This design comes from an exercise in tuning for small area and a short achievable clock period on the open sky130 flow, not from production work. The RTL was checked by simulation tests, not by an equivalence proof against the original design. Power figures rest on the tool's default switching activity, not on a simulated workload.

`flow/design.v`:
```
module ahb_bus_matrix
(
  input HBUSREQx0,
  input HBUSREQx1,
  input HBUSREQx2,
  input HBUSREQx3,
  input HLOCKx0,
  input HLOCKx1,
  input HLOCKx2,
  input HLOCKx3,
  input [1:0] HTRANSx0,
  input [1:0] HTRANSx1,
  input [1:0] HTRANSx2,
  input [1:0] HTRANSx3,
  input [31:0] HADDRx0,
  input [31:0] HADDRx1,
  input [31:0] HADDRx2,
  input [31:0] HADDRx3,
  input HWRITEx0,
  input HWRITEx1,
  input HWRITEx2,
  input HWRITEx3,
  input [2:0] HSIZEx0,
  input [2:0] HSIZEx1,
  input [2:0] HSIZEx2,
  input [2:0] HSIZEx3,
  input [2:0] HBURSTx0,
  input [2:0] HBURSTx1,
  input [2:0] HBURSTx2,
  input [2:0] HBURSTx3,
  input [31:0] HWDATAx0,
  input [31:0] HWDATAx1,
  input [31:0] HWDATAx2,
  input [31:0] HWDATAx3,
  input HREADYx0,
  input HREADYx1,
  input HREADYx2,
  input HREADYx3,
  input HREADYx4,
  input HREADYx5,
  input HREADYx6,
  input [1:0] HRESPx0,
  input [1:0] HRESPx1,
  input [1:0] HRESPx2,
  input [1:0] HRESPx3,
  input [1:0] HRESPx4,
  input [1:0] HRESPx5,
  input [1:0] HRESPx6,
  input [31:0] HRDATAx0,
  input [31:0] HRDATAx1,
  input [31:0] HRDATAx2,
  input [31:0] HRDATAx3,
  input [31:0] HRDATAx4,
  input [31:0] HRDATAx5,
  input [31:0] HRDATAx6, 
  input [3:0] HSPLITx0,
  input [3:0] HSPLITx1,
  input [3:0] HSPLITx2,
  input [3:0] HSPLITx3,
  input [3:0] HSPLITx4,
  input [3:0] HSPLITx5,
  input [3:0] HSPLITx6,
  output HGRANTx0,
  output HGRANTx1,
  output HGRANTx2,
  output HGRANTx3,
  output HSELx0,
  output HSELx1,
  output HSELx2,
  output HSELx3,
  output HSELx4,
  output HSELx5,
  output HSELx6,
  input HRESETn,
  input HCLK,
  output [1:0] HTRANS,
  output [31:0] HADDR,
  output HWRITE,
  output [2:0] HSIZE,
  output [2:0] HBURST,
  output [31:0] HWDATA,
  output HREADY,
  output [1:0] HRESP,
  output [31:0] HRDATA,
  output [3:0] HMASTER,
  output HMASTLOCK
);
reg [1:0] grant_x;     
reg [3:0] hm_x;        
reg [1:0] hmd;         
reg       fixlen;      
reg       split_q;     
reg       retry_q;     
reg [5:0] count;       
reg [3:0] mask_n;      
wire [1:0] grant    = grant_x ^ 2'b01;
wire [3:0] hm_oh    = hm_x ^ 4'b0010;
wire [3:0] req_mask = ~mask_n;
wire a0 = hm_oh[0];
wire a1 = hm_oh[1];
wire a2 = hm_oh[2];
wire a3 = hm_oh[3];
assign HADDR  = ({32{a0}} & HADDRx0)  | ({32{a1}} & HADDRx1)  |
                ({32{a2}} & HADDRx2)  | ({32{a3}} & HADDRx3);
assign HWRITE = (a0 & HWRITEx0) | (a1 & HWRITEx1) |
                (a2 & HWRITEx2) | (a3 & HWRITEx3);
assign HTRANS = ({2{a0}} & HTRANSx0) | ({2{a1}} & HTRANSx1) |
                ({2{a2}} & HTRANSx2) | ({2{a3}} & HTRANSx3);
assign HSIZE  = ({3{a0}} & HSIZEx0)  | ({3{a1}} & HSIZEx1)  |
                ({3{a2}} & HSIZEx2)  | ({3{a3}} & HSIZEx3);
assign HBURST = ({3{a0}} & HBURSTx0) | ({3{a1}} & HBURSTx1) |
                ({3{a2}} & HBURSTx2) | ({3{a3}} & HBURSTx3);
wire [1:0] hm = {a2 | a3, a1 | a3};
wire d0 = (hmd == 2'd0);
wire d1 = (hmd == 2'd1);
wire d2 = (hmd == 2'd2);
wire d3 = (hmd == 2'd3);
assign HWDATA = ({32{d0}} & HWDATAx0) | ({32{d1}} & HWDATAx1) |
                ({32{d2}} & HWDATAx2) | ({32{d3}} & HWDATAx3);
function [6:0] dec;
  input [3:0] a;
  begin
    dec[0] = a[3] | (a[2:0] == 3'd0) | (a[2:0] == 3'd7);
    dec[1] = (a == 4'h1);
    dec[2] = (a == 4'h2);
    dec[3] = (a == 4'h3);
    dec[4] = (a == 4'h4);
    dec[5] = (a == 4'h5);
    dec[6] = (a == 4'h6);
  end
endfunction
wire [6:0] dm0 = dec(HADDRx0[31:28]);
wire [6:0] dm1 = dec(HADDRx1[31:28]);
wire [6:0] dm2 = dec(HADDRx2[31:28]);
wire [6:0] dm3 = dec(HADDRx3[31:28]);
wire [6:0] hsel = ({7{a0}} & dm0) | ({7{a1}} & dm1) |
                  ({7{a2}} & dm2) | ({7{a3}} & dm3);
assign {HSELx6, HSELx5, HSELx4, HSELx3, HSELx2, HSELx1, HSELx0} = hsel;
reg [6:0] ss_x;
wire [6:0] ss_oh = ss_x ^ 7'b0000001;
always @(posedge HCLK or negedge HRESETn) begin
  if (!HRESETn)     ss_x <= 7'd0;
  else if (HREADY)  ss_x <= hsel ^ 7'b0000001;
end
wire s0 = ss_oh[0];
wire s1 = ss_oh[1];
wire s2 = ss_oh[2];
wire s3 = ss_oh[3];
wire s4 = ss_oh[4];
wire s5 = ss_oh[5];
wire s6 = ss_oh[6];
assign HRDATA = ({32{s0}} & HRDATAx0) | ({32{s1}} & HRDATAx1) |
                ({32{s2}} & HRDATAx2) | ({32{s3}} & HRDATAx3) |
                ({32{s4}} & HRDATAx4) | ({32{s5}} & HRDATAx5) |
                ({32{s6}} & HRDATAx6);
assign HRESP  = ({2{s0}} & HRESPx0) | ({2{s1}} & HRESPx1) |
                ({2{s2}} & HRESPx2) | ({2{s3}} & HRESPx3) |
                ({2{s4}} & HRESPx4) | ({2{s5}} & HRESPx5) |
                ({2{s6}} & HRESPx6);
assign HREADY = (s0 & HREADYx0) | (s1 & HREADYx1) |
                (s2 & HREADYx2) | (s3 & HREADYx3) |
                (s4 & HREADYx4) | (s5 & HREADYx5) |
                (s6 & HREADYx6);
wire g0 = (grant == 2'd0);
wire g1 = (grant == 2'd1);
wire g2 = (grant == 2'd2);
wire g3 = (grant == 2'd3);
assign HGRANTx0 = g0;
assign HGRANTx1 = g1;
assign HGRANTx2 = g2;
assign HGRANTx3 = g3;
wire locked = (g0 & HLOCKx0) | (g1 & HLOCKx1) | (g2 & HLOCKx2) | (g3 & HLOCKx3);
assign HMASTLOCK = locked;
assign HMASTER   = {2'b00, hm};
wire busreq = (g0 & HBUSREQx0) | (g1 & HBUSREQx1) | (g2 & HBUSREQx2) | (g3 & HBUSREQx3);
wire t_idle   = (HTRANS == 2'b00);
wire t_busy   = (HTRANS == 2'b01);
wire t_nonseq = (HTRANS == 2'b10);
wire t_seq    = (HTRANS == 2'b11);
reg [5:0] next_count;
always @(*) begin
  case (HTRANS)
    2'b10: begin
      case (HBURST)
        3'b000: next_count = HREADY ? 6'h0 : 6'h1;
        3'b001:   next_count = 6'h20;
        3'b010,
        3'b011:  next_count = HREADY ? 6'h3 : 6'h4;
        3'b100,
        3'b101:  next_count = HREADY ? 6'h7 : 6'h8;
        default:        next_count = HREADY ? 6'hf : 6'h10;
      endcase
    end
    2'b01: next_count = count;
    2'b00: next_count = 6'h0;
    default:      next_count = (HREADY && !count[5]) ? count - 6'd1 : count;
  endcase
end
always @(posedge HCLK or negedge HRESETn) begin
  if (!HRESETn) count <= 6'h0;
  else          count <= next_count;
end
wire cnt_le1 = t_nonseq ? (HBURST == 3'b000) :
               (t_seq && HREADY && !count[5]) ? (count[5:2] == 4'd0 && count[1:0] != 2'd0 && count[1:0] != 2'd3) :
               (count[5:1] == 5'd0);
wire degrant = !busreq | t_idle | (fixlen & !locked & cnt_le1) | split_q | retry_q;
wire resp_split = (HRESP == 2'b11);
wire to_dummy = (locked & resp_split) |
                (g1 & resp_split & !HBUSREQx2 & !HBUSREQx3) |
                (req_mask == 4'b0);
wire [1:0] next_grant = (HBUSREQx3 & req_mask[3]) ? 2'd3 :
                        (HBUSREQx2 & req_mask[2]) ? 2'd2 : 2'd1;
always @(posedge HCLK or negedge HRESETn) begin
  if (!HRESETn)      grant_x <= 2'd0;
  else if (to_dummy) grant_x <= 2'd0 ^ 2'b01;
  else if (degrant)  grant_x <= next_grant ^ 2'b01;
end
wire [3:0] grant_oh = {g3, g2, g1, g0};
always @(posedge HCLK or negedge HRESETn) begin
  if (!HRESETn) begin
    hm_x <= 4'd0;
    hmd  <= 2'd0;
  end else if (HREADY) begin
    hm_x <= grant_oh ^ 4'b0010;
    hmd  <= hm;
  end
end
always @(posedge HCLK or negedge HRESETn) begin
  if (!HRESETn) begin
    fixlen  <= 1'b0;
    split_q <= 1'b0;
    retry_q <= 1'b0;
  end else begin
    fixlen  <= (HBURST != 3'b001);
    split_q <= resp_split;
    retry_q <= (HRESP == 2'b10);
  end
end
wire [3:0] hsplit = HSPLITx0 | HSPLITx1 | HSPLITx2 | HSPLITx3 |
                    HSPLITx4 | HSPLITx5 | HSPLITx6;
always @(posedge HCLK or negedge HRESETn) begin
  if (!HRESETn) mask_n <= 4'b0000;
  else          mask_n <= ~((req_mask | hsplit) & ~({4{split_q}} & hm_oh));
end
endmodule
```
`flow/flow/run.sh`:
```
#!/bin/bash
# Standard ORFS layout, with:
# - the port buffers made from the smallest buffer cell,
# - I/O pins on met3 (left/right) and met2 or met4 (top/bottom),
# - the pins of each multiplexed output bit kept together.
set -euo pipefail
export BUFFER_PORTS_ARGS="-buffer_cell sky130_fd_sc_hd__buf_1"
export IO_PLACER_H="met3"
export IO_PLACER_V="met2 met4"
export PLACE_PINS_ARGS="$(cat flow/pin_groups.txt)"
bash standard.sh SETUP_MOVE_SEQUENCE=unbuffer,swap,split,clone,buffer finish > flow_make.log 2>&1
```
`flow/flow/pin_groups.txt`:
```
-group_pins {HRDATAx0[0] HRDATAx1[0] HRDATAx2[0] HRDATAx3[0] HRDATAx4[0] HRDATAx5[0] HRDATAx6[0] HRDATA[0]} -group_pins {HADDRx0[0] HADDRx1[0] HADDRx2[0] HADDRx3[0] HADDR[0]} -group_pins {HWDATAx0[0] HWDATAx1[0] HWDATAx2[0] HWDATAx3[0] HWDATA[0]} -group_pins {HRDATAx0[1] HRDATAx1[1] HRDATAx2[1] HRDATAx3[1] HRDATAx4[1] HRDATAx5[1] HRDATAx6[1] HRDATA[1]} -group_pins {HADDRx0[1] HADDRx1[1] HADDRx2[1] HADDRx3[1] HADDR[1]} -group_pins {HWDATAx0[1] HWDATAx1[1] HWDATAx2[1] HWDATAx3[1] HWDATA[1]} -group_pins {HRDATAx0[2] HRDATAx1[2] HRDATAx2[2] HRDATAx3[2] HRDATAx4[2] HRDATAx5[2] HRDATAx6[2] HRDATA[2]} -group_pins {HADDRx0[2] HADDRx1[2] HADDRx2[2] HADDRx3[2] HADDR[2]} -group_pins {HWDATAx0[2] HWDATAx1[2] HWDATAx2[2] HWDATAx3[2] HWDATA[2]} -group_pins {HRDATAx0[3] HRDATAx1[3] HRDATAx2[3] HRDATAx3[3] HRDATAx4[3] HRDATAx5[3] HRDATAx6[3] HRDATA[3]} -group_pins {HADDRx0[3] HADDRx1[3] HADDRx2[3] HADDRx3[3] HADDR[3]} -group_pins {HWDATAx0[3] HWDATAx1[3] HWDATAx2[3] HWDATAx3[3] HWDATA[3]} -group_pins {HRDATAx0[4] HRDATAx1[4] HRDATAx2[4] HRDATAx3[4] HRDATAx4[4] HRDATAx5[4] HRDATAx6[4] HRDATA[4]} -group_pins {HADDRx0[4] HADDRx1[4] HADDRx2[4] HADDRx3[4] HADDR[4]} -group_pins {HWDATAx0[4] HWDATAx1[4] HWDATAx2[4] HWDATAx3[4] HWDATA[4]} -group_pins {HRDATAx0[5] HRDATAx1[5] HRDATAx2[5] HRDATAx3[5] HRDATAx4[5] HRDATAx5[5] HRDATAx6[5] HRDATA[5]} -group_pins {HADDRx0[5] HADDRx1[5] HADDRx2[5] HADDRx3[5] HADDR[5]} -group_pins {HWDATAx0[5] HWDATAx1[5] HWDATAx2[5] HWDATAx3[5] HWDATA[5]} -group_pins {HRDATAx0[6] HRDATAx1[6] HRDATAx2[6] HRDATAx3[6] HRDATAx4[6] HRDATAx5[6] HRDATAx6[6] HRDATA[6]} -group_pins {HADDRx0[6] HADDRx1[6] HADDRx2[6] HADDRx3[6] HADDR[6]} -group_pins {HWDATAx0[6] HWDATAx1[6] HWDATAx2[6] HWDATAx3[6] HWDATA[6]} -group_pins {HRDATAx0[7] HRDATAx1[7] HRDATAx2[7] HRDATAx3[7] HRDATAx4[7] HRDATAx5[7] HRDATAx6[7] HRDATA[7]} -group_pins {HADDRx0[7] HADDRx1[7] HADDRx2[7] HADDRx3[7] HADDR[7]} -group_pins {HWDATAx0[7] HWDATAx1[7] HWDATAx2[7] HWDATAx3[7] HWDATA[7]} -group_pins {HRDATAx0[8] HRDATAx1[8] HRDATAx2[8] HRDATAx3[8] HRDATAx4[8] HRDATAx5[8] HRDATAx6[8] HRDATA[8]} -group_pins {HADDRx0[8] HADDRx1[8] HADDRx2[8] HADDRx3[8] HADDR[8]} -group_pins {HWDATAx0[8] HWDATAx1[8] HWDATAx2[8] HWDATAx3[8] HWDATA[8]} -group_pins {HRDATAx0[9] HRDATAx1[9] HRDATAx2[9] HRDATAx3[9] HRDATAx4[9] HRDATAx5[9] HRDATAx6[9] HRDATA[9]} -group_pins {HADDRx0[9] HADDRx1[9] HADDRx2[9] HADDRx3[9] HADDR[9]} -group_pins {HWDATAx0[9] HWDATAx1[9] HWDATAx2[9] HWDATAx3[9] HWDATA[9]} -group_pins {HRDATAx0[10] HRDATAx1[10] HRDATAx2[10] HRDATAx3[10] HRDATAx4[10] HRDATAx5[10] HRDATAx6[10] HRDATA[10]} -group_pins {HADDRx0[10] HADDRx1[10] HADDRx2[10] HADDRx3[10] HADDR[10]} -group_pins {HWDATAx0[10] HWDATAx1[10] HWDATAx2[10] HWDATAx3[10] HWDATA[10]} -group_pins {HRDATAx0[11] HRDATAx1[11] HRDATAx2[11] HRDATAx3[11] HRDATAx4[11] HRDATAx5[11] HRDATAx6[11] HRDATA[11]} -group_pins {HADDRx0[11] HADDRx1[11] HADDRx2[11] HADDRx3[11] HADDR[11]} -group_pins {HWDATAx0[11] HWDATAx1[11] HWDATAx2[11] HWDATAx3[11] HWDATA[11]} -group_pins {HRDATAx0[12] HRDATAx1[12] HRDATAx2[12] HRDATAx3[12] HRDATAx4[12] HRDATAx5[12] HRDATAx6[12] HRDATA[12]} -group_pins {HADDRx0[12] HADDRx1[12] HADDRx2[12] HADDRx3[12] HADDR[12]} -group_pins {HWDATAx0[12] HWDATAx1[12] HWDATAx2[12] HWDATAx3[12] HWDATA[12]} -group_pins {HRDATAx0[13] HRDATAx1[13] HRDATAx2[13] HRDATAx3[13] HRDATAx4[13] HRDATAx5[13] HRDATAx6[13] HRDATA[13]} -group_pins {HADDRx0[13] HADDRx1[13] HADDRx2[13] HADDRx3[13] HADDR[13]} -group_pins {HWDATAx0[13] HWDATAx1[13] HWDATAx2[13] HWDATAx3[13] HWDATA[13]} -group_pins {HRDATAx0[14] HRDATAx1[14] HRDATAx2[14] HRDATAx3[14] HRDATAx4[14] HRDATAx5[14] HRDATAx6[14] HRDATA[14]} -group_pins {HADDRx0[14] HADDRx1[14] HADDRx2[14] HADDRx3[14] HADDR[14]} -group_pins {HWDATAx0[14] HWDATAx1[14] HWDATAx2[14] HWDATAx3[14] HWDATA[14]} -group_pins {HRDATAx0[15] HRDATAx1[15] HRDATAx2[15] HRDATAx3[15] HRDATAx4[15] HRDATAx5[15] HRDATAx6[15] HRDATA[15]} -group_pins {HADDRx0[15] HADDRx1[15] HADDRx2[15] HADDRx3[15] HADDR[15]} -group_pins {HWDATAx0[15] HWDATAx1[15] HWDATAx2[15] HWDATAx3[15] HWDATA[15]} -group_pins {HRDATAx0[16] HRDATAx1[16] HRDATAx2[16] HRDATAx3[16] HRDATAx4[16] HRDATAx5[16] HRDATAx6[16] HRDATA[16]} -group_pins {HADDRx0[16] HADDRx1[16] HADDRx2[16] HADDRx3[16] HADDR[16]} -group_pins {HWDATAx0[16] HWDATAx1[16] HWDATAx2[16] HWDATAx3[16] HWDATA[16]} -group_pins {HRDATAx0[17] HRDATAx1[17] HRDATAx2[17] HRDATAx3[17] HRDATAx4[17] HRDATAx5[17] HRDATAx6[17] HRDATA[17]} -group_pins {HADDRx0[17] HADDRx1[17] HADDRx2[17] HADDRx3[17] HADDR[17]} -group_pins {HWDATAx0[17] HWDATAx1[17] HWDATAx2[17] HWDATAx3[17] HWDATA[17]} -group_pins {HRDATAx0[18] HRDATAx1[18] HRDATAx2[18] HRDATAx3[18] HRDATAx4[18] HRDATAx5[18] HRDATAx6[18] HRDATA[18]} -group_pins {HADDRx0[18] HADDRx1[18] HADDRx2[18] HADDRx3[18] HADDR[18]} -group_pins {HWDATAx0[18] HWDATAx1[18] HWDATAx2[18] HWDATAx3[18] HWDATA[18]} -group_pins {HRDATAx0[19] HRDATAx1[19] HRDATAx2[19] HRDATAx3[19] HRDATAx4[19] HRDATAx5[19] HRDATAx6[19] HRDATA[19]} -group_pins {HADDRx0[19] HADDRx1[19] HADDRx2[19] HADDRx3[19] HADDR[19]} -group_pins {HWDATAx0[19] HWDATAx1[19] HWDATAx2[19] HWDATAx3[19] HWDATA[19]} -group_pins {HRDATAx0[20] HRDATAx1[20] HRDATAx2[20] HRDATAx3[20] HRDATAx4[20] HRDATAx5[20] HRDATAx6[20] HRDATA[20]} -group_pins {HADDRx0[20] HADDRx1[20] HADDRx2[20] HADDRx3[20] HADDR[20]} -group_pins {HWDATAx0[20] HWDATAx1[20] HWDATAx2[20] HWDATAx3[20] HWDATA[20]} -group_pins {HRDATAx0[21] HRDATAx1[21] HRDATAx2[21] HRDATAx3[21] HRDATAx4[21] HRDATAx5[21] HRDATAx6[21] HRDATA[21]} -group_pins {HADDRx0[21] HADDRx1[21] HADDRx2[21] HADDRx3[21] HADDR[21]} -group_pins {HWDATAx0[21] HWDATAx1[21] HWDATAx2[21] HWDATAx3[21] HWDATA[21]} -group_pins {HRDATAx0[22] HRDATAx1[22] HRDATAx2[22] HRDATAx3[22] HRDATAx4[22] HRDATAx5[22] HRDATAx6[22] HRDATA[22]} -group_pins {HADDRx0[22] HADDRx1[22] HADDRx2[22] HADDRx3[22] HADDR[22]} -group_pins {HWDATAx0[22] HWDATAx1[22] HWDATAx2[22] HWDATAx3[22] HWDATA[22]} -group_pins {HRDATAx0[23] HRDATAx1[23] HRDATAx2[23] HRDATAx3[23] HRDATAx4[23] HRDATAx5[23] HRDATAx6[23] HRDATA[23]} -group_pins {HADDRx0[23] HADDRx1[23] HADDRx2[23] HADDRx3[23] HADDR[23]} -group_pins {HWDATAx0[23] HWDATAx1[23] HWDATAx2[23] HWDATAx3[23] HWDATA[23]} -group_pins {HRDATAx0[24] HRDATAx1[24] HRDATAx2[24] HRDATAx3[24] HRDATAx4[24] HRDATAx5[24] HRDATAx6[24] HRDATA[24]} -group_pins {HADDRx0[24] HADDRx1[24] HADDRx2[24] HADDRx3[24] HADDR[24]} -group_pins {HWDATAx0[24] HWDATAx1[24] HWDATAx2[24] HWDATAx3[24] HWDATA[24]} -group_pins {HRDATAx0[25] HRDATAx1[25] HRDATAx2[25] HRDATAx3[25] HRDATAx4[25] HRDATAx5[25] HRDATAx6[25] HRDATA[25]} -group_pins {HADDRx0[25] HADDRx1[25] HADDRx2[25] HADDRx3[25] HADDR[25]} -group_pins {HWDATAx0[25] HWDATAx1[25] HWDATAx2[25] HWDATAx3[25] HWDATA[25]} -group_pins {HRDATAx0[26] HRDATAx1[26] HRDATAx2[26] HRDATAx3[26] HRDATAx4[26] HRDATAx5[26] HRDATAx6[26] HRDATA[26]} -group_pins {HADDRx0[26] HADDRx1[26] HADDRx2[26] HADDRx3[26] HADDR[26]} -group_pins {HWDATAx0[26] HWDATAx1[26] HWDATAx2[26] HWDATAx3[26] HWDATA[26]} -group_pins {HRDATAx0[27] HRDATAx1[27] HRDATAx2[27] HRDATAx3[27] HRDATAx4[27] HRDATAx5[27] HRDATAx6[27] HRDATA[27]} -group_pins {HADDRx0[27] HADDRx1[27] HADDRx2[27] HADDRx3[27] HADDR[27]} -group_pins {HWDATAx0[27] HWDATAx1[27] HWDATAx2[27] HWDATAx3[27] HWDATA[27]} -group_pins {HRDATAx0[28] HRDATAx1[28] HRDATAx2[28] HRDATAx3[28] HRDATAx4[28] HRDATAx5[28] HRDATAx6[28] HRDATA[28]} -group_pins {HADDRx0[28] HADDRx1[28] HADDRx2[28] HADDRx3[28] HADDR[28]} -group_pins {HWDATAx0[28] HWDATAx1[28] HWDATAx2[28] HWDATAx3[28] HWDATA[28]} -group_pins {HRDATAx0[29] HRDATAx1[29] HRDATAx2[29] HRDATAx3[29] HRDATAx4[29] HRDATAx5[29] HRDATAx6[29] HRDATA[29]} -group_pins {HADDRx0[29] HADDRx1[29] HADDRx2[29] HADDRx3[29] HADDR[29]} -group_pins {HWDATAx0[29] HWDATAx1[29] HWDATAx2[29] HWDATAx3[29] HWDATA[29]} -group_pins {HRDATAx0[30] HRDATAx1[30] HRDATAx2[30] HRDATAx3[30] HRDATAx4[30] HRDATAx5[30] HRDATAx6[30] HRDATA[30]} -group_pins {HADDRx0[30] HADDRx1[30] HADDRx2[30] HADDRx3[30] HADDR[30]} -group_pins {HWDATAx0[30] HWDATAx1[30] HWDATAx2[30] HWDATAx3[30] HWDATA[30]} -group_pins {HRDATAx0[31] HRDATAx1[31] HRDATAx2[31] HRDATAx3[31] HRDATAx4[31] HRDATAx5[31] HRDATAx6[31] HRDATA[31]} -group_pins {HADDRx0[31] HADDRx1[31] HADDRx2[31] HADDRx3[31] HADDR[31]} -group_pins {HWDATAx0[31] HWDATAx1[31] HWDATAx2[31] HWDATAx3[31] HWDATA[31]} -group_pins {HRESPx0[0] HRESPx1[0] HRESPx2[0] HRESPx3[0] HRESPx4[0] HRESPx5[0] HRESPx6[0] HRESP[0]} -group_pins {HTRANSx0[0] HTRANSx1[0] HTRANSx2[0] HTRANSx3[0] HTRANS[0]} -group_pins {HRESPx0[1] HRESPx1[1] HRESPx2[1] HRESPx3[1] HRESPx4[1] HRESPx5[1] HRESPx6[1] HRESP[1]} -group_pins {HTRANSx0[1] HTRANSx1[1] HTRANSx2[1] HTRANSx3[1] HTRANS[1]} -group_pins {HREADYx0 HREADYx1 HREADYx2 HREADYx3 HREADYx4 HREADYx5 HREADYx6 HREADY} -group_pins {HWRITEx0 HWRITEx1 HWRITEx2 HWRITEx3 HWRITE} -group_pins {HSIZEx0[0] HSIZEx1[0] HSIZEx2[0] HSIZEx3[0] HSIZE[0]} -group_pins {HBURSTx0[0] HBURSTx1[0] HBURSTx2[0] HBURSTx3[0] HBURST[0]} -group_pins {HSIZEx0[1] HSIZEx1[1] HSIZEx2[1] HSIZEx3[1] HSIZE[1]} -group_pins {HBURSTx0[1] HBURSTx1[1] HBURSTx2[1] HBURSTx3[1] HBURST[1]} -group_pins {HSIZEx0[2] HSIZEx1[2] HSIZEx2[2] HSIZEx3[2] HSIZE[2]} -group_pins {HBURSTx0[2] HBURSTx1[2] HBURSTx2[2] HBURSTx3[2] HBURST[2]}
```
`flow/standard.sh`:
```
#!/bin/bash
# synth_recipe.tcl (not shown) runs the flow's synth.tcl, then flattens the netlist and writes it again
# the make line also repeats each setting of config.mk as NAME=value (left out here)
make -C /OpenROAD-flow-scripts/flow DESIGN_CONFIG=/design/flow/config.mk WORK_HOME=/design/flow/orfs CLKGATE_MAP_FILE= SYNTH_SCRIPT=/design/flow/synth_recipe.tcl "${@:-finish}"
```
`flow/config.mk`:
```
export PLATFORM = sky130hd
export DESIGN_NAME = ahb_bus_matrix
export DESIGN_NICKNAME = ahb_bus_matrix
export VERILOG_FILES = /design/flow/design.v
export SDC_FILE = /design/flow/constraint.sdc
export NUM_CORES = 4
export LEC_CHECK = 0
export CAP_MARGIN = 20
export CORE_AREA = 4 4 156 156
export DIE_AREA = 0 0 160 160
export SETUP_SLACK_MARGIN = 1.6
export SLEW_MARGIN = 20
```
`flow/constraint.sdc`:
```
create_clock -name core_clock -period 4.0 [get_ports {HCLK}]
set_input_delay 0.8000 -clock core_clock [delete_from_list [all_inputs] [get_ports {HCLK}]]
set_output_delay 0.8000 -clock core_clock [all_outputs]
set_load 0.01 [all_outputs]
```
==> results of run 1 <==
sequential cells by signal, summed over array words and instances, names as in the netlist:
register / cells
fixlen: 1
ss_x: 7
grant_x: 2
retry_q: 1
mask_n: 4
count: 6
hmd: 2
split_q: 1
hm_x: 4
worst max path at each step:
stage                            from                      to  slack, ns  depth (start not counted)
final                     HADDRx2[31]                  HSELx1       1.25                          7
after detailed placement  HADDRx3[30]                  HSELx6       1.19                          5
after global placement     HRESPx2[1]  grant_x[0]$_DFFE_PN0P_       1.20                          7
after CTS                 HADDRx3[28]                  HSELx6       1.25                          5
after floorplan              HREADYx2                  HREADY       1.50                          5
after global routing      HADDRx1[30]                  HSELx5       1.18                          6
layout by cell type (no fill, tap or decap), types with 7 or more instances in the layout:
master | Yosys | final
a21oi_1 | 7 | 7
a221o_1 | 40 | 40
a222oi_1 | 34 | 34
a22o_1 | 44 | 44
a22oi_1 | 72 | 72
buf_1 | 11 | 699
buf_4 | 2 | 127
buf_6 | 0 | 8
dfrtp_1 | 28 | 24
mux4_2 | 33 | 33
nand2_1 | 16 | 16
nand2b_1 | 7 | 7
nand3_1 | 40 | 40
nor2_1 | 22 | 22
nor2b_1 | 7 | 7
nor3_1 | 12 | 12
worst register-to-register path, cell delays in order (launching register included):
cell and delay [ns]:
dfrtp_2 0.46, buf_4 0.15, buf_4 0.17, a22o_1 0.21, a221o_1 0.28, buf_4 0.15
nor4b_2 0.31, nor3_1 0.11, o211ai_2 0.19, mux2_4 0.31
routing by layer:
metal,wire length (um),share of wire [%],global-route usage (%)
met5,19,0.052,0
met4,2590,7.0,11.3
met3,3160,8.6,5.63
met2,17700,48,42.8
met1,13300,36,27.7
final cells by class:
cell class / instances / area (um^2) / share of cell area [%]
Inverter: 9 / 33.8 / 0.384
Tap cell: 285 / 357 / 4.05
Sequential cell: 28 / 706 / 8.02
Timing Repair Buffer: 857 / 3910 / 44.4
Clock buffer: 3 / 75.1 / 0.853
Multi-Input combinational cell: 421 / 3690 / 41.9
Clock inverter: 1 / 30.0 / 0.341
cells by family (layout without fill, tap and decap cells):
family	count (synthesis)	count (layout)
buffers and inverters	69	870
adder cells (fa/ha/maj)	2	2
AO/OA/AOI/OAI	224	224
XOR/XNOR	5	5
AND/OR/NAND/NOR	145	145
flip-flops	28	28
multiplexers	43	43
other	1	2
power groups by stage:
stage / sequential (mW) / combinational (mW) / clock, mW
2_1_floorplan: 0.467 / 2.67 / 0
3_3_place_gp: 0.780 / 3.71 / 0
3_5_place_dp: 0.786 / 3.74 / 0
4_1_cts: 0.597 / 4.64 / 0.327
5_1_grt: 0.586 / 5.44 / 0.337
6_report: 0.570 / 5.11 / 0.321
timing repair:
action	in CTS	in global routing
setup buffers	90	49
endpoints found under the setup margin	128	114
pin swaps	60	56
cloned	0	0
through the flow:
stage	std cells	area, um^2	util, %
floorplan	518	4670	-
global placement	1461	7560	33.3
detailed placement	1461	7560	33.3
CTS	1555	8400	37.0
global route	1604	8800	38.8
finish	1604	8800	38.8
==> results.ini, run 1 <==
[status]
status = no timing/DRC/antenna violations

[synth]
seq_area_frac_synth_pct = 15.1
synthMuxAreaShare_pct = 18.7
yosys.area.top_type = mux4_2
ys_ff_latch = 28
synth_ff_type = dfrtp_1
synth_top_family_by_area = compound AO/OA/AOI/OAI gates
synth_xor_area_share_pct = 0.941
synth_top_area_share_pct = 16.0
syn-instance-count = 517
synth_fa_ha_area_share_pct = 0.538
synth.distinct_cells = 61
async_reset_ff_share_pct = 100
yosys.cell_count.top_type = a22oi_1
synth_compound_area_share_pct = 41.5
yosys-top-cells-area = mux4_2, dfrtp_1, a22oi_1
synth_edf_count = 0
avgSynthCellArea_um2 = 9.00
syn_area_mm2 = 0.00465
synth_warnings = 1
synth-simple-area-share_pct = 17.2
yosys-top-cells-count = a22oi_1, a22o_1, clkbuf_1

[power]
sequentialPowerShare_pct = 9.5
powerDensity_mw_per_mm2 = 682
internal-power_mw = 2.95
finalPower_mw = 6.00
pwr-share-comb_pct = 85.2
swShare_pct = 50.9
switchingPower_mw = 3.05
clock_power_share_pct = 5.3
vdd_drop_max_uv = 251
p_leak_nw = 3.29

[finish]
drive_gt1_share_pct = 16.8
area_growth_pct = 89.1
final.fill_count = 2414
antenna_cells = 0
layout.nets = 1897

[critical_path]
cp.arrival_ns = 1.95
r2r_end = grant_x[0]$_DFFE_PN0P_
path_class = input port to primary output
r2r_slack_ns = 1.53
rr_startpoint = hm_x[3]$_DFFE_PN0N_
crit_chain = buf_1, buf_4, nor3b_1, buf_4, a32oi_1, nand2_1, buf_1
crit_buf_inv = 4
cp.required_ns = 3.20
worstSetupEndpointType = primary output
critical-path-max-stage-delay_ns = 0.26
crit_fanout = 3
worstSetupStartpointType = input port
r2r_cells = 9
slowest_stage = nor3b_1
critPathTopFamily = buffers and inverters

[sta]
hold_viol_final = 0
drv_slew = 0
whs_ns = 0.515
fin_ws_ns = 1.25
slew_headroom_pct = 18.2
skew_ns = 0.00447
fmax_ghz = 0.363
setup_viol = 0
rsz0062_at_grt = true
fin_setup_tns_ns = 0
period_share_pct = 68.8
post-route-min-period_ns = 2.75
worstMarginPinSlew_ns = 1.22

[min_path]
whs_path_depth = 1
min_to = hmd[1]$_DFFE_PN0N_
hp-class = register to register
hold_start = hmd[1]$_DFFE_PN0N_

[drt]
drtPass1Iterations = 6
wl_per_cell_um = 23.0
drt_first_iter_violations = 874
antenna_left = 0
drcViolationCount = 0
routed_wl_mm = 36.8
route.vias.total = 8896
vias_per_cell = 5.55

[run]
maxCapViolCount = 0

[clocking]
cts.clk_slew.worst_paths_ns = 0.08
cts_hold_buf = 0
cts.sinks = 28
clock_latency_ns = 0.28
cts_root_buf = clkbuf_16
cts-resized-gates = 0
cts_buffers = 3
cts_tree = built
cts_buffer_depth = 2
htreeDepth = 1

[global_route]
antenna_found_initial = 4
grt_pass1_wl_mm = 48.3
overflow = 0
grt_pass1_vias = 8732
gr-usage-all-layers_pct = 24.3
grt_max_degree = 33

[floorplan]
rows = 55
initial_core_util_pct = 20.5
die_w_um = 160
die_h_um = 160
io_pins = 699
coreArea_mm2 = 0.0227
die_area_mm2 = 0.0256

[placement]
port_buffers = 696
dpl_worst_slack_ns = 1.19
gp_congestion = 0.918
dp_hpwl_mm = 25.0

==> inputs of run 2 (changes only) <==
--- a/flow/flow/run.sh
+++ b/flow/flow/run.sh
@@ -10,2 +10,2 @@
 export PLACE_PINS_ARGS="$(cat flow/pin_groups.txt)"
-bash standard.sh SETUP_MOVE_SEQUENCE=unbuffer,swap,split,clone,buffer finish > flow_make.log 2>&1
+bash standard.sh SETUP_MOVE_SEQUENCE=unbuffer,swap,split,buffer,sizeup finish > flow_make.log 2>&1
==> run 2 against run 1 <==
Compared with the run above:
- hold slack improved by 0.0082 ns
- synthesized cell count did not move
- final cell count increased by 0.44%
- first-iteration DRC count fell by 4.0%
- still clean
- via count grew 0.27%
- non-clock buffer count grew 6
- critical endpoint is now HRDATA[29]
- highest routed layer unchanged
- sequential share of layout area down 0.61 points
- flip-flop and latch count unchanged
- largest power group unchanged
- area after synthesis unchanged
- sequential power shrank 2%
==> results.ini, run 2 <==
[sta]
rsz0062_at_grt = true
post-route-min-period_ns = 2.54
skew_ns = 0.00756
fin_setup_tns_ns = 0
worstMarginPinSlew_ns = 1.12
fmax_ghz = 0.394
setup_viol = 0
period_share_pct = 63.4
slew_headroom_pct = 24.4
drv_slew = 0
whs_ns = 0.523
hold_viol_final = 0

[synth]
avgSynthCellArea_um2 = 9.00
syn_area_mm2 = 0.00465
yosys-top-cells-area = mux4_2, dfrtp_1, a22oi_1
async_reset_ff_share_pct = 100
synth_edf_count = 0
synth_warnings = 1
syn-instance-count = 517
yosys.area.top_type = mux4_2
synth_ff_type = dfrtp_1
ys_ff_latch = 28
yosys.cell_count.top_type = a22oi_1
synth.distinct_cells = 61
seq_area_frac_synth_pct = 15.1
synth_top_area_share_pct = 16.0
yosys-top-cells-count = a22oi_1, a22o_1, clkbuf_1

[clocking]
htreeDepth = 1
cts_buffers = 3
cts_hold_buf = 0
cts_tree = built
cts_root_buf = clkbuf_16
cts.clk_slew.worst_paths_ns = 0.08
cts.sinks = 28
cts_buffer_depth = 2
clock_latency_ns = 0.28

[critical_path]
worstSetupEndpointType = primary output
cp.required_ns = 3.20
crit_fanout = 6
crit_buf_inv = 3
worstSetupStartpointType = register
critical-path-max-stage-delay_ns = 0.49
cp.arrival_ns = 1.74
critPathTopFamily = buffers and inverters
crit_chain = buf_4, clkbuf_2, a222oi_1, nand3_1, buf_2
path_class = register to primary output
slowest_stage = dfrtp_2

[drt]
vias_per_cell = 5.54
drtPass1Iterations = 18
antenna_left = 0
route.vias.total = 8920
drcViolationCount = 0
drt_first_iter_violations = 839
routed_wl_mm = 36.8
wl_per_cell_um = 22.9

[floorplan]
rows = 55
initial_core_util_pct = 20.5
die_area_mm2 = 0.0256
io_pins = 699
coreArea_mm2 = 0.0227
die_h_um = 160
die_w_um = 160

[finish]
largest_register = ss_x
reg_top3 = ss_x x7, count x6
mostFrequentLayoutCell = buf_1
largest_reg_flops = 7
layout.nets = 1903
fin_area_mm2 = 0.00956
most-common-layout-cells = buf_1, buf_4, a22oi_1
drive_gt1_share_pct = 25.4
area_growth_pct = 106

[placement]
dp_hpwl_mm = 25.0
port_buffers = 696
gp_congestion = 0.918
placed_cell_area_mm2 = 0.00756

[global_route]
grt_pass1_wl_mm = 49.5
grt_pass1_vias = 8891
overflow = 0
antenna_found_initial = 4
grt_max_degree = 33
gr-usage-all-layers_pct = 24.9

[power]
vdd_drop_max_uv = 308
powerDensity_mw_per_mm2 = 663
p_leak_nw = 3.66

[status]
status = no timing/DRC/antenna violations

[min_path]
hp-class = register to register

[run]
maxCapViolCount = 0

## run 2: changes by cell type in the layout (fill, tap and decap cells not counted), moves of 5 or more
cell      before  now
buf_2          6   20
buf_12         4    9
buf_4        127  105
buf_1        699  631
nand3_2        1    6
buf_8          4   14
buf_6          8   52
a22oi_2        0    6
a22oi_1       72   66
clkbuf_2       1   28
nand3_1       40   35
## run 2: what timing repair did
action / CTS / global route
setup buffers: 105 / 40
setup endpoints to repair: 128 / 117
cloned: 0 / 0
pin swaps: 36 / 66
resized for setup: 102 / 127
## run 2: final timing paths
check,slack (ns),cells past startpoint,endpoint,start
setup reg to reg,1.61,8,grant_x[0]$_DFFE_PN0P_,hm_x[2]$_DFFE_PN0N_
max in group asynchronous,2.80,1,hm_x[2]$_DFFE_PN0N_,HRESETn
hold reg to reg,0.52,1,hmd[1]$_DFFE_PN0N_,hmd[1]$_DFFE_PN0N_
hold / removal,0.52,1,hmd[1]$_DFFE_PN0N_,hmd[1]$_DFFE_PN0N_
setup / recovery,1.46,5,HRDATA[29],ss_x[5]$_DFFE_PN0N_
min in group asynchronous,0.61,1,count[4]$_DFFE_PN0P_,HRESETn
## run 2: per-stage QoR
step	setup slack [ns]	instances	util (%)	total power, mW
3_3_place_gp	1.20	1461	33.3	4.49
2_1_floorplan	1.50	518	-	3.13
4_1_cts	1.49	1570	39.0	5.70
3_5_place_dp	1.19	1461	33.3	4.53
5_1_grt	1.43	1610	42.1	6.72
6_report	1.46	1611	42.1	6.34
## run 2: kinds of logic (layout without fill, tap and decap cells)
family | Yosys count | count (layout) | synth area share, %
AO/OA/AOI/OAI | 224 | 224 | 41.5
XOR/XNOR | 5 | 5 | 0.941
adder cells (fa/ha/maj) | 2 | 2 | 0.538
buffers and inverters | 69 | 876 | 5.86
flip-flops | 28 | 28 | 15.1
multiplexers | 43 | 43 | 18.7
other | 1 | 3 | 0.0806
AND/OR/NAND/NOR | 145 | 145 | 17.2
## run 2: report_power, final
| group | internal (mW) | switching, mW | total, mW | leakage, nW |
|---|---|---|---|---|
| combinational | 2.63 | 2.83 | 5.47 | 3.26 |
| clock | 0.200 | 0.121 | 0.322 | 0.0511 |
| sequential | 0.407 | 0.148 | 0.556 | 0.345 |
## run 2: cell type report
class	instances	area (um^2)
multi-input cells	421	3950
fillers	2292	13100
well taps	285	357
flip-flops and latches	28	708
clock buffers	3	75.1
clock inverters	1	30.0
repair buffers	863	4410
inverters	9	33.8
diodes	1	2.50
## run 2: routing by layer
layer  GRT usage [%]  vias to the layer above  part of all wire, %
li1                -                     3873                    -
met1            28.5                     4121                   37
met2            43.6                      656                   48
met3            5.50                      266                  8.8
met4            12.5                        4                  6.2
met5               0                        -                0.052
==> inputs of run 3 (changes only) <==
--- a/flow/flow/run.sh
+++ b/flow/flow/run.sh
@@ -10,2 +10,2 @@
 export PLACE_PINS_ARGS="$(cat flow/pin_groups.txt)"
-bash standard.sh SETUP_MOVE_SEQUENCE=unbuffer,swap,split,buffer,sizeup finish > flow_make.log 2>&1
+bash standard.sh > flow_make.log 2>&1
--- a/flow/config.mk
+++ b/flow/config.mk
@@ -10,3 +10,3 @@
 export DIE_AREA = 0 0 160 160
-export SETUP_SLACK_MARGIN = 1.6
+export SETUP_SLACK_MARGIN = 1.3
 export SLEW_MARGIN = 20
==> run 3 against run 2 <==
Compared with the run above:
- synthesized cell count is the same
- clock power is 2% lower
- maximum frequency decreased by 4.5%
- register-to-register slack better by 0.04 ns
- utilization fell by 7.7 points
- first-iteration DRC count fell by 37%
- clock skew fell by 0.0033 ns
- die area unchanged
- hold slack better by 0.095 ns
- highest routed layer unchanged
==> results.ini, run 3 <==
[status]
status = no timing/DRC/antenna violations

[critical_path]
crit_fanout = 8
cp.required_ns = 3.20
worstSetupEndpointType = primary output
path_class = input port to primary output
worstSetupStartpointType = input port
r2r_cells = 6
cp.arrival_ns = 1.86

[sta]
setup_viol = 0
fin_setup_tns_ns = 0
skew_ns = 0.00421
fmax_ghz = 0.376
rsz0062_at_grt = true
slew_headroom_pct = 42.5
drv_slew = 0
worstMarginPinSlew_ns = 0.863
post-route-min-period_ns = 2.66
hold_viol_final = 0
period_share_pct = 66.4

[synth]
synth_ff_type = dfrtp_1
syn-instance-count = 517
synth_top_area_share_pct = 16.0
ys_ff_latch = 28
syn_area_mm2 = 0.00465
seq_area_frac_synth_pct = 15.1
async_reset_ff_share_pct = 100
synth_edf_count = 0
yosys-top-cells-count = a22oi_1, a22o_1, clkbuf_1
yosys.cell_count.top_type = a22oi_1
synth_warnings = 1
avgSynthCellArea_um2 = 9.00
synth.distinct_cells = 61
yosys.area.top_type = mux4_2
yosys-top-cells-area = mux4_2, dfrtp_1, a22oi_1

[finish]
drive_gt1_share_pct = 9.62
multi_input_area_mm2 = 0.00373
area_growth_pct = 68.1
seqCellArea_um2 = 718
mostFrequentLayoutCell = buf_1
most-common-layout-cells = buf_1, a22oi_1, a22o_1
layout.nets = 1763
largest_reg_flops = 7
reg_top3 = ss_x x7, count x6
final.fill_count = 2511
largest_register = ss_x
fin_area_mm2 = 0.00782

[power]
p_leak_nw = 2.64
finalPower_mw = 4.96
vdd_drop_max_uv = 220
powerDensity_mw_per_mm2 = 634

[floorplan]
initial_core_util_pct = 20.5
die_w_um = 160
io_pins = 699
die_area_mm2 = 0.0256
die_h_um = 160
coreArea_mm2 = 0.0227
rows = 55

[drt]
wl_per_cell_um = 19.8
vias_per_cell = 5.39
route.vias.total = 7940
routed_wl_mm = 29.2
drcViolationCount = 0
drtPass1Iterations = 10
drt_first_iter_violations = 532
antenna_left = 0

[placement]
placed_cell_area_mm2 = 0.00754
gp_congestion = 0.963
dp_hpwl_mm = 24.6
port_buffers = 696

[clocking]
cts_root_buf = clkbuf_16
htreeDepth = 1
clock_latency_ns = 0.27
cts.clk_slew.worst_paths_ns = 0.08
cts.sinks = 28
cts_buffer_depth = 2
cts_tree = built
cts_buffers = 3

[global_route]
overflow = 0
grt_pass1_wl_mm = 42.9
antenna_found_initial = 4
gr-usage-all-layers_pct = 20.6
grt_pass1_vias = 8449
grt_max_degree = 36

[min_path]
whs_path_depth = 2
hp-class = register to register

[run]
maxCapViolCount = 0

[run 3: timing repair]
item	4_1_cts	5_1_grt
cloned	1	0
endpoints found under the setup margin	75	41
gates resized for setup	16	13
hold buffers	0	0
setup buffers	6	1
pin swaps	3	1
[run 3: cell families after synthesis]
group,share of synthesized area (%)
muxes,18.7
and+or+nand+nor,17.2
adders and majority gates,0.538
DFF,15.1
other,0.0806
xor gates and xnor gates,0.941
AOI/OAI and AO/OA,41.5
buffers and inverters,5.86
[run 3: metal layers]
layer  share of wire (%)  up-vias  global-route usage [%]
met1                  35     3590                    22.0
met2                  50      528                    37.0
met3                 7.8      225                    5.45
met4                 6.6        2                    10.4
met5                0.36        -                    2.84
li1                    -     3595                       -
[run 3: final timing paths]
| kind | start | end | slack [ns] |
|---|---|---|---|
| max in group asynchronous | HRESETn | hm_x[0]$_DFFE_PN0N_ | 2.74 |
| worst max register to register | hm_x[0]$_DFFE_PN0N_ | count[4]$_DFFE_PN0P_ | 1.65 |
| min in group asynchronous | HRESETn | count[2]$_DFFE_PN0P_ | 0.63 |
| worst min-delay path | count[4]$_DFFE_PN0P_ | count[4]$_DFFE_PN0P_ | 0.62 |
| worst max-delay path | HADDRx3[28] | HSELx0 | 1.34 |
| worst min register to register | count[4]$_DFFE_PN0P_ | count[4]$_DFFE_PN0P_ | 0.62 |
[run 3: through the flow]
step                      utilization, %  setup slack, ns  instances  hold slack [ns]
after global routing                34.4             1.28       1473            0.647
after detailed placement            33.2             1.06       1458            0.517
after CTS                           34.2             1.23       1469            0.619
final                               34.4             1.34       1474            0.618
after floorplan                        -             1.42        518            0.479
after global placement              33.2             1.06       1458            0.505
[run 3: power breakdown]
group | total [mW] | internal, mW | leakage (nW) | switching, mW
registers | 0.718 | 0.413 | 0.343 | 0.305
logic | 3.92 | 1.74 | 2.25 | 2.18
clock network | 0.317 | 0.200 | 0.0511 | 0.117
[run 3: cell type report]
| class | instances | area share [%] |
|---|---|---|
| antenna | 4 | 0.128 |
| clock buffer | 3 | 0.960 |
| clock inverter | 1 | 0.384 |
| inverter | 9 | 0.544 |
| multi-input combinational | 421 | 47.7 |
| sequential | 28 | 9.18 |
| tap | 285 | 4.56 |
| timing repair buffer | 722 | 36.5 |
| timing repair inverter | 1 | 0.0960 |
[run 3: worst max-delay path: stages]
cell and delay (ns):
buf_1 0.29, nor3_1 0.09, o31ai_1 0.28, o2111ai_2 0.18, buf_2 0.21
==> inputs of run 4 (changes only) <==
--- a/flow/config.mk
+++ b/flow/config.mk
@@ -10,3 +10,3 @@
 export DIE_AREA = 0 0 160 160
-export SETUP_SLACK_MARGIN = 1.3
+export SETUP_SLACK_MARGIN = 1.4
 export SLEW_MARGIN = 20
==> run 4 against run 3 <==
Compared with the run above:
- highest routed layer unchanged
- clock skew up 0.00052 ns
- routed wire length up 1.4%
- still clean on timing, DRC and antenna
- combinational power up 5.6%
- critical endpoint unchanged
- largest cell class unchanged
==> results.ini, run 4 <==
[power]
powerDensity_mw_per_mm2 = 639
p_leak_nw = 2.76
vdd_drop_max_uv = 221

[drt]
wl_met2_mm = 15.0
drtPass1Iterations = 6
antenna_left = 0
drt_first_iter_violations = 551
route.met3.wl_mm = 2.27
drcViolationCount = 0
maxUsedRoutingLayer = met5
drt-met1-wl_mm = 10.4
wl_per_cell_um = 19.9
routed_wl_mm = 29.6
vias_per_cell = 5.38
route.vias.total = 8009

[global_route]
grt_pass1_wl_mm = 43.1
grt_max_degree = 36
antenna_found_initial = 3
overflow = 0
grt_pass1_vias = 8451
gr-usage-all-layers_pct = 20.7

[clocking]
cts_root_buf = clkbuf_16
htreeDepth = 1
cts_hold_buf = 0
cts_buffers = 3
clock_latency_ns = 0.27
cts_buffer_depth = 2
cts.sinks = 28
cts.clk_slew.worst_paths_ns = 0.08
cts_tree = built

[synth]
synth_warnings = 1
ys_ff_latch = 28
yosys-top-cells-area = mux4_2, dfrtp_1, a22oi_1
synth.distinct_cells = 61
syn_area_mm2 = 0.00465
synth_xor_area_share_pct = 0.941
synthMuxAreaShare_pct = 18.7
synth_top_family_by_area = compound AO/OA/AOI/OAI gates
synth_ff_type = dfrtp_1
avgSynthCellArea_um2 = 9.00
synth_fa_ha_area_share_pct = 0.538
synth_edf_count = 0
seq_area_frac_synth_pct = 15.1
async_reset_ff_share_pct = 100
synth-simple-area-share_pct = 17.2
syn-instance-count = 517
synth_compound_area_share_pct = 41.5
yosys.cell_count.top_type = a22oi_1
yosys.area.top_type = mux4_2
synth_top_area_share_pct = 16.0
yosys-top-cells-count = a22oi_1, a22o_1, clkbuf_1

[sta]
skew_ns = 0.00473
setup_viol = 0
fin_setup_tns_ns = 0
fin_ws_ns = 1.45
rsz0062_at_grt = true
period_share_pct = 63.8
hold_viol_final = 0
drv_slew = 0
fmax_ghz = 0.392
whs_ns = 0.617
worstMarginPinSlew_ns = 0.841
post-route-min-period_ns = 2.55
slew_headroom_pct = 43.9

[finish]
drive_gt1_share_pct = 12.0
final.fill_count = 2509
most-common-layout-cells = buf_1, a22oi_1, a22o_1
largest_register = ss_x
final_cells = 1489
reg_top3 = ss_x x7, count x6
mostFrequentLayoutCell = buf_1
fin_util_pct = 35.3
largest_reg_flops = 7
layout.nets = 1779
area_growth_pct = 72.1

[placement]
dp_hpwl_mm = 24.6
dpl_worst_slack_ns = 1.06
dp_cells = 1458
port_buffers = 696
gp_congestion = 0.963

[floorplan]
rows = 55
die_w_um = 160
die_area_mm2 = 0.0256
coreArea_mm2 = 0.0227
initial_core_util_pct = 20.5
io_pins = 699
die_h_um = 160

[critical_path]
crit_fanout = 8
r2r_slack_ns = 1.64
worstSetupStartpointType = input port
cp.arrival_ns = 1.75
path_class = input port to primary output
worstSetupEndpointType = primary output
cp.required_ns = 3.20

[status]
status = no timing/DRC/antenna violations

[run]
maxCapViolCount = 0

[min_path]
hp-class = input port to async pin

==> run 4: cell counts after synthesis <==
No cell type changed its count.
==> run 4: final cells by class <==
type / count / area [um^2] / share of cell area, %
clock inverter: 1 / 30.0 / 0.375
timing repair buffer: 738 / 3020 / 37.8
timing repair inverter: 1 / 7.51 / 0.0938
antenna: 3 / 7.51 / 0.0938
sequential: 28 / 724 / 9.05
multi-input combinational: 421 / 3740 / 46.7
inverter: 9 / 42.5 / 0.531
tap: 285 / 357 / 4.45
clock buffer: 3 / 75.1 / 0.938
==> run 4: logic make-up (layout without fill, tap and decap cells) <==
family,after synthesis,in the layout
buffers and inverters,69,752
XOR/XNOR,5,5
flip-flops,28,28
other,1,5
AO/OA/AOI/OAI,224,224
AND/OR/NAND/NOR,145,145
multiplexers,43,43
adder cells (fa/ha/maj),2,2
==> run 4: report_power, final <==
part | total [mW] | switching [mW] | internal [mW]
logic | 4.14 | 2.28 | 1.86
clock network | 0.317 | 0.117 | 0.200
registers | 0.662 | 0.243 | 0.419
==> run 4: path summary, 6_finish.rpt <==
| check | end | cells past startpoint | startpoint |
|---|---|---|---|
| min in group core_clock | count[4]$_DFFE_PN0P_ | 2 | count[4]$_DFFE_PN0P_ |
| worst min register to register | count[4]$_DFFE_PN0P_ | 2 | count[4]$_DFFE_PN0P_ |
| worst min-delay path | count[2]$_DFFE_PN0P_ | 1 | HRESETn |
| max in group asynchronous | hm_x[0]$_DFFE_PN0N_ | 1 | HRESETn |
| worst max register to register | grant_x[0]$_DFFE_PN0P_ | 7 | hm_x[3]$_DFFE_PN0N_ |
| worst max-delay path | HSELx0 | 5 | HADDRx3[28] |
==> run 4: metrics by stage <==
stage | total power [mW] | area (um^2)
finish | 5.12 | 8010
CTS | 5.00 | 7810
global route | 5.53 | 8010
detailed placement | 4.49 | 7540
floorplan | 3.12 | 4660
global placement | 4.45 | 7540
==> run 4: routing by layer <==
layer / GRT usage [%] / vias to the layer above
met5: 2.84 / -
met4: 9.70 / 2
met3: 5.34 / 227
met2: 37.5 / 534
met1: 22.1 / 3617
li1: - / 3629
==> run 4: critical path: stages <==
cell and delay, ns:
buf_2 0.15, and3_1 0.17, o31ai_1 0.23, o2111ai_2 0.18, buf_2 0.21
==> run 4: what timing repair did <==
| item | in CTS | in global routing |
|---|---|---|
| gates resized for setup | 31 | 17 |
| pin swaps | 4 | 4 |
| buffers inserted | 8 | 15 |
| cloned | 1 | 0 |
| setup endpoints to repair | 110 | 27 |
==> inputs of run 5 (changes only) <==
--- a/flow/config.mk
+++ b/flow/config.mk
@@ -10,2 +10,3 @@
 export DIE_AREA = 0 0 160 160
+export PLACE_DENSITY = 0.8
 export SETUP_SLACK_MARGIN = 1.4
==> run 5 against run 4 <==
Compared with the run above:
- sequential power is 6.8% lower
- synthesized cell count stayed put
- area after synthesis stayed put
- sequential share of layout area is 0.10 points lower
- power is 0.48% lower
- design area is 0.44% lower
- hold slack worse by 0.022 ns
- critical path type unchanged
- largest cell class unchanged
==> results.ini, run 5 <==
[placement]
port_buffers = 696
gp_congestion = 0.879
dp_hpwl_mm = 24.9

[synth]
synth.distinct_cells = 61
synth_edf_count = 0
synth_compound_area_share_pct = 41.5
synth-simple-area-share_pct = 17.2
yosys-top-cells-area = mux4_2, dfrtp_1, a22oi_1
synth_ff_type = dfrtp_1
seq_area_frac_synth_pct = 15.1
async_reset_ff_share_pct = 100
synth_top_area_share_pct = 16.0
ys_ff_latch = 28
avgSynthCellArea_um2 = 9.00
synth_warnings = 1
syn_area_mm2 = 0.00465
yosys-top-cells-count = a22oi_1, a22o_1, clkbuf_1
synth_fa_ha_area_share_pct = 0.538
yosys.area.top_type = mux4_2
syn-instance-count = 517
synth_top_family_by_area = compound AO/OA/AOI/OAI gates
synthMuxAreaShare_pct = 18.7
synth_xor_area_share_pct = 0.941
yosys.cell_count.top_type = a22oi_1

[finish]
most-common-layout-cells = buf_1, a22oi_1, a22o_1
final.fill_count = 2402
mostFrequentLayoutCell = buf_1
reg_top3 = ss_x x7, count x6
drive_gt1_share_pct = 11.6
area_growth_pct = 71.3
largest_reg_flops = 7
layout.nets = 1770
largest_register = ss_x

[critical_path]
path_common_cell = buf_6
cp.required_ns = 3.20
cp.arrival_ns = 1.85
worstSetupEndpointType = primary output
worstSetupStartpointType = input port
slowest_stage = a221o_1
path_class = input port to primary output
r2r_cells = 7
crit_chain = buf_1, a22o_1, a221o_1, nor2_2, buf_6, clkinv_8, buf_6
crit_fanout = 5
critical-path-max-stage-delay_ns = 0.30

[clocking]
clock_latency_ns = 0.27
cts_tree = built
cts_buffers = 3
cts_buffer_depth = 2
cts_hold_buf = 0
htreeDepth = 1
cts_root_buf = clkbuf_16
cts.clk_slew.worst_paths_ns = 0.07
cts.sinks = 28

[sta]
drv_slew = 0
rsz0062_at_grt = true
slew_headroom_pct = 25.0
skew_ns = 0.00661
fmax_ghz = 0.378
post-route-min-period_ns = 2.65
worstMarginPinSlew_ns = 1.11
period_share_pct = 66.2
setup_viol = 0
hold_viol_final = 0
fin_setup_tns_ns = 0

[drt]
route.vias.total = 8234
antenna_left = 0
drcViolationCount = 0
drtPass1Iterations = 7
vias_per_cell = 5.55
wl_per_cell_um = 20.5
routed_wl_mm = 30.3
drt_first_iter_violations = 716

[floorplan]
coreArea_mm2 = 0.0227
rows = 55
io_pins = 699
die_w_um = 160
die_h_um = 160
initial_core_util_pct = 20.5
die_area_mm2 = 0.0256

[power]
p_leak_nw = 2.74
vdd_drop_max_uv = 246
finalPower_mw = 5.10
powerDensity_mw_per_mm2 = 639

[global_route]
grt_max_degree = 37
grt_pass1_wl_mm = 43.3
overflow = 0
gr-usage-all-layers_pct = 20.8
antenna_found_initial = 10
grt_pass1_vias = 8530

[run]
maxCapViolCount = 0

[status]
status = no timing/DRC/antenna violations

[min_path]
hp-class = input port to async pin

-- run 5: per-layer routing --
metal / GRT usage [%] / vias to the layer above / routed length (um)
met2: 37.2 / 649 / 14800
met1: 21.7 / 3732 / 10300
met4: 11.5 / 4 / 2140
li1: - / 3617 / -
met5: 0 / - / 29
met3: 6.19 / 232 / 3000
-- run 5: critical path, delay by kind of cell --
family	cells	cell delay, ns
AOI/OAI and AO/OA	2	0.49
and+or+nand+nor	1	0.14
buffers and inverters	4	0.41
-- run 5: report_power, final --
group,internal (mW),total [mW],switching (mW)
Sequential,0.411,0.617,0.206
Combinational,1.83,4.17,2.34
Clock,0.200,0.307,0.108
Total,2.44,5.10,2.66
-- run 5: cell type report --
class	count	area, um^2	share of cell area [%]
multi-input cells	421	3760	47.2
repair buffers	728	2950	37.0
flip-flops and latches	28	713	8.95
well taps	285	357	4.47
clock buffers	3	75.1	0.942
inverters	9	48.8	0.612
clock inverters	1	30.0	0.377
repair inverters	2	17.5	0.220
diodes	6	15.0	0.188
-- run 5: logic make-up (layout without fill, tap and decap cells) --
group                      count (synthesis)  in the layout
other                                      1              8
buffers and inverters                     69            743
muxes                                     43             43
DFF                                       28             28
AOI/OAI and AO/OA                        224            224
xor gates and xnor gates                   5              5
and+or+nand+nor                          145            145
adders and majority gates                  2              2
-- run 5: path summary, 6_finish.rpt --
| check | from | slack [ns] | to |
|---|---|---|---|
| worst max-delay path | HREADYx2 | 1.35 | HREADY |
| worst min-delay path | HRESETn | 0.60 | retry_q$_DFF_PN0_ |
| worst max register to register | hm_x[3]$_DFFE_PN0N_ | 1.63 | grant_x[0]$_DFFE_PN0P_ |
| worst min register to register | ss_x[0]$_DFFE_PN0N_ | 0.60 | ss_x[0]$_DFFE_PN0N_ |
| max in group asynchronous | HRESETn | 2.84 | hm_x[2]$_DFFE_PN0N_ |
| min in group core_clock | ss_x[0]$_DFFE_PN0N_ | 0.60 | ss_x[0]$_DFFE_PN0N_ |
-- run 5: per-stage QoR --
step	hold slack, ns	std cells	setup WS [ns]	area, um^2	util, %
3_5_place_dp	0.590	1453	1.09	7500	33.0
3_3_place_gp	0.586	1453	1.08	7500	33.0
5_1_grt	0.634	1481	1.30	7970	35.1
4_1_cts	0.623	1466	1.23	7760	34.2
6_report	0.595	1483	1.35	7970	35.1
2_1_floorplan	0.479	518	1.42	4660	-
-- run 5: timing repair --
item,CTS,global route
setup endpoints to repair,71,56
pin swaps,2,5
resized for setup,28,37
gates cloned,0,2
setup buffers,9,9
==> inputs of run 6 (changes only) <==
--- a/flow/config.mk
+++ b/flow/config.mk
@@ -10,4 +10,4 @@
 export DIE_AREA = 0 0 160 160
-export PLACE_DENSITY = 0.8
 export SETUP_SLACK_MARGIN = 1.4
 export SLEW_MARGIN = 20
+export TNS_END_PERCENT = 10
==> run 6 against run 5 <==
Compared with the run above:
- largest power group unchanged
- hold slack better by 0.021 ns
- final cell count shrank 0.61%
- synthesized cell count is the same
- non-clock buffer count down 5
- clock power grew 3%
==> results.ini, run 6 <==
[status]
status = no timing/DRC/antenna violations

[global_route]
grt_pass1_wl_mm = 42.9
grt_pass1_vias = 8429
overflow = 0
grt_max_degree = 36
gr-usage-all-layers_pct = 20.6
antenna_found_initial = 4

[power]
p_leak_nw = 2.67
vdd_drop_max_uv = 220
finalPower_mw = 4.97
powerDensity_mw_per_mm2 = 634

[floorplan]
io_pins = 699
die_area_mm2 = 0.0256
rows = 55
initial_core_util_pct = 20.5
coreArea_mm2 = 0.0227
die_w_um = 160
die_h_um = 160

[clocking]
cts.sinks = 28
cts_root_buf = clkbuf_16
cts_tree = built
clock_latency_ns = 0.27
htreeDepth = 1
cts.clk_slew.worst_paths_ns = 0.08
cts_buffer_depth = 2
cts_buffers = 3

[finish]
seqCellArea_um2 = 716
reg_top3 = ss_x x7, count x6
multi_input_area_mm2 = 0.00374
most-common-layout-cells = buf_1, a22oi_1, a22o_1
layout.nets = 1764
final_cells = 1474
largest_register = ss_x
final.fill_count = 2515
largest_reg_flops = 7
area_growth_pct = 68.7
mostFrequentLayoutCell = buf_1
drive_gt1_share_pct = 10.2

[synth]
synth_warnings = 1
synth_ff_type = dfrtp_1
seq_area_frac_synth_pct = 15.1
yosys.area.top_type = mux4_2
syn_area_mm2 = 0.00465
synth.distinct_cells = 61
yosys-top-cells-count = a22oi_1, a22o_1, clkbuf_1
synth_edf_count = 0
avgSynthCellArea_um2 = 9.00
ys_ff_latch = 28
syn-instance-count = 517
yosys-top-cells-area = mux4_2, dfrtp_1, a22oi_1
async_reset_ff_share_pct = 100
yosys.cell_count.top_type = a22oi_1
synth_top_area_share_pct = 16.0

[sta]
setup_viol = 0
worstMarginPinSlew_ns = 0.850
slew_headroom_pct = 43.4
hold_viol_final = 0
whs_ns = 0.616
drv_slew = 0
post-route-min-period_ns = 2.64
fin_setup_tns_ns = 0
rsz0062_at_grt = true
fmax_ghz = 0.379
fin_ws_ns = 1.36
period_share_pct = 66.0
skew_ns = 0.00454

[critical_path]
worstSetupEndpointType = primary output
r2r_end = count[4]$_DFFE_PN0P_
crit_buf_inv = 2
critical-path-max-stage-delay_ns = 0.29
r2r_cells = 7
cp.required_ns = 3.20
worstSetupStartpointType = input port
cp.depth = 5
critPathLaunch = HADDRx0[29]
rr_startpoint = hm_x[1]$_DFFE_PN0N_
crit_end = HSELx0
crit_chain = buf_1, nor3_1, o31ai_1, o2111ai_2, clkbuf_2
slowest_stage = o31ai_1
cp.arrival_ns = 1.84
critPathTopFamily = buffers and inverters
path_class = input port to primary output
r2r_slack_ns = 1.64
crit_fanout = 7

[drt]
wl_per_cell_um = 20.0
drt_first_iter_violations = 519
drtPass1Iterations = 6
drcViolationCount = 0
antenna_left = 0
route.vias.total = 7981
vias_per_cell = 5.41
routed_wl_mm = 29.4

[run]
maxCapViolCount = 0

[placement]
dpl_worst_slack_ns = 1.06
dp_hpwl_mm = 24.6
dp_cells = 1458
gp_congestion = 0.963
port_buffers = 696

[min_path]
hp-class = input port to async pin

-- run 6: cell counts after synthesis --
Identical to the previous run, type by type.
-- run 6: cell families (layout without fill, tap and decap cells) --
kind of cell | after synthesis | in the layout | synth area share (%)
AOI/OAI and AO/OA | 224 | 224 | 41.5
xor gates and xnor gates | 5 | 5 | 0.941
adders and majority gates | 2 | 2 | 0.538
buffers and inverters | 69 | 737 | 5.86
DFF | 28 | 28 | 15.1
muxes | 43 | 43 | 18.7
other | 1 | 5 | 0.0806
and+or+nand+nor | 145 | 145 | 17.2
-- run 6: power by group --
| part | leakage (nW) | switching [mW] | total, mW | internal (mW) |
|---|---|---|---|---|
| logic | 2.28 | 2.20 | 3.95 | 1.75 |
| registers | 0.345 | 0.296 | 0.707 | 0.411 |
| clock network | 0.0511 | 0.117 | 0.317 | 0.200 |
-- run 6: final cells by class --
type / count / share of cell area [%]
clock buffers: 3 / 0.956
diodes: 3 / 0.0956
flip-flops and latches: 28 / 9.12
multi-input cells: 421 / 47.7
clock inverters: 1 / 0.383
repair buffers: 723 / 36.6
repair inverters: 1 / 0.0956
well taps: 285 / 4.54
inverters: 9 / 0.542
-- run 6: timing repair --
item,in CTS,in global routing
pin swaps,0,5
cloned,1,0
setup buffers,2,6
hold buffers,0,0
setup endpoints to repair,110,97
gates resized for setup,5,33
-- run 6: worst min-delay path by stage --
stage / start / to / slack [ns] / cells past startpoint
after CTS: count[4]$_DFFE_PN0P_ / count[4]$_DFFE_PN0P_ / 0.62 / 2
after detailed placement: ss_x[0]$_DFFE_PN0N_ / ss_x[0]$_DFFE_PN0N_ / 0.52 / 2
after global placement: ss_x[0]$_DFFE_PN0N_ / ss_x[0]$_DFFE_PN0N_ / 0.50 / 2
after global routing: count[5]$_DFFE_PN0P_ / count[5]$_DFFE_PN0P_ / 0.65 / 2
after floorplan: ss_x[0]$_DFFE_PN0N_ / ss_x[0]$_DFFE_PN0N_ / 0.48 / 2
final: HRESETn / count[2]$_DFFE_PN0P_ / 0.62 / 1
-- run 6: routing by layer --
metal / part of all wire, % / routed length (um) / global-route usage [%]
met5: 0.36 / 106 / 2.84
met4: 6.7 / 1960 / 10.3
met3: 7.9 / 2320 / 5.63
met2: 50 / 14700 / 37.0
met1: 35 / 10400 / 21.9
-- run 6: stage by stage --
| stage | area [um^2] | util (%) |
|---|---|---|
| 3_3_place_gp | 7540 | 33.2 |
| 6_report | 7850 | 34.6 |
| 4_1_cts | 7700 | 33.9 |
| 5_1_grt | 7850 | 34.6 |
| 2_1_floorplan | 4660 | - |
| 3_5_place_dp | 7540 | 33.2 |

[afterwards: timing with drivers on the ports]
The results above use ideal ports. As a check the final layouts listed here were re-extracted and re-timed, cells and wires unchanged. Step 1: set_driving_cell puts a clkbuf_16 on HCLK and a buf_2 on each other input, an assumption about the parent block. Step 2 times the ports against the registers' clock, not the clock port: input delays grow and output delays shrink by t, the midpoint of the rising clock arrivals with the driver on. a / b / c = ideal ports / drivers / drivers and shift; a / b = the first two.
run	t, ns	setup slack, ns	worst setup path at the end	worst slew at a driven data input, ns
run 1	0.322	1.249 / 1.210 / 1.210	input to output	0.13
run 2	0.323	1.464 / 1.415 / 1.201	input to register	0.14
run 3	0.304	1.344 / 1.295 / 1.295	input to output	0.15
run 4	0.304	1.449 / 1.399 / 1.399	input to output	0.14
run 5	0.305	1.352 / 1.324 / 1.324	input to output	0.18
run 6	0.304	1.361 / 1.319 / 1.319	input to output	0.15
After both steps setup and hold are still met in every run listed. For run 2, which loses most, drivers alone change the setup slack by -0.049 ns; drivers and shift together by -0.263 ns.
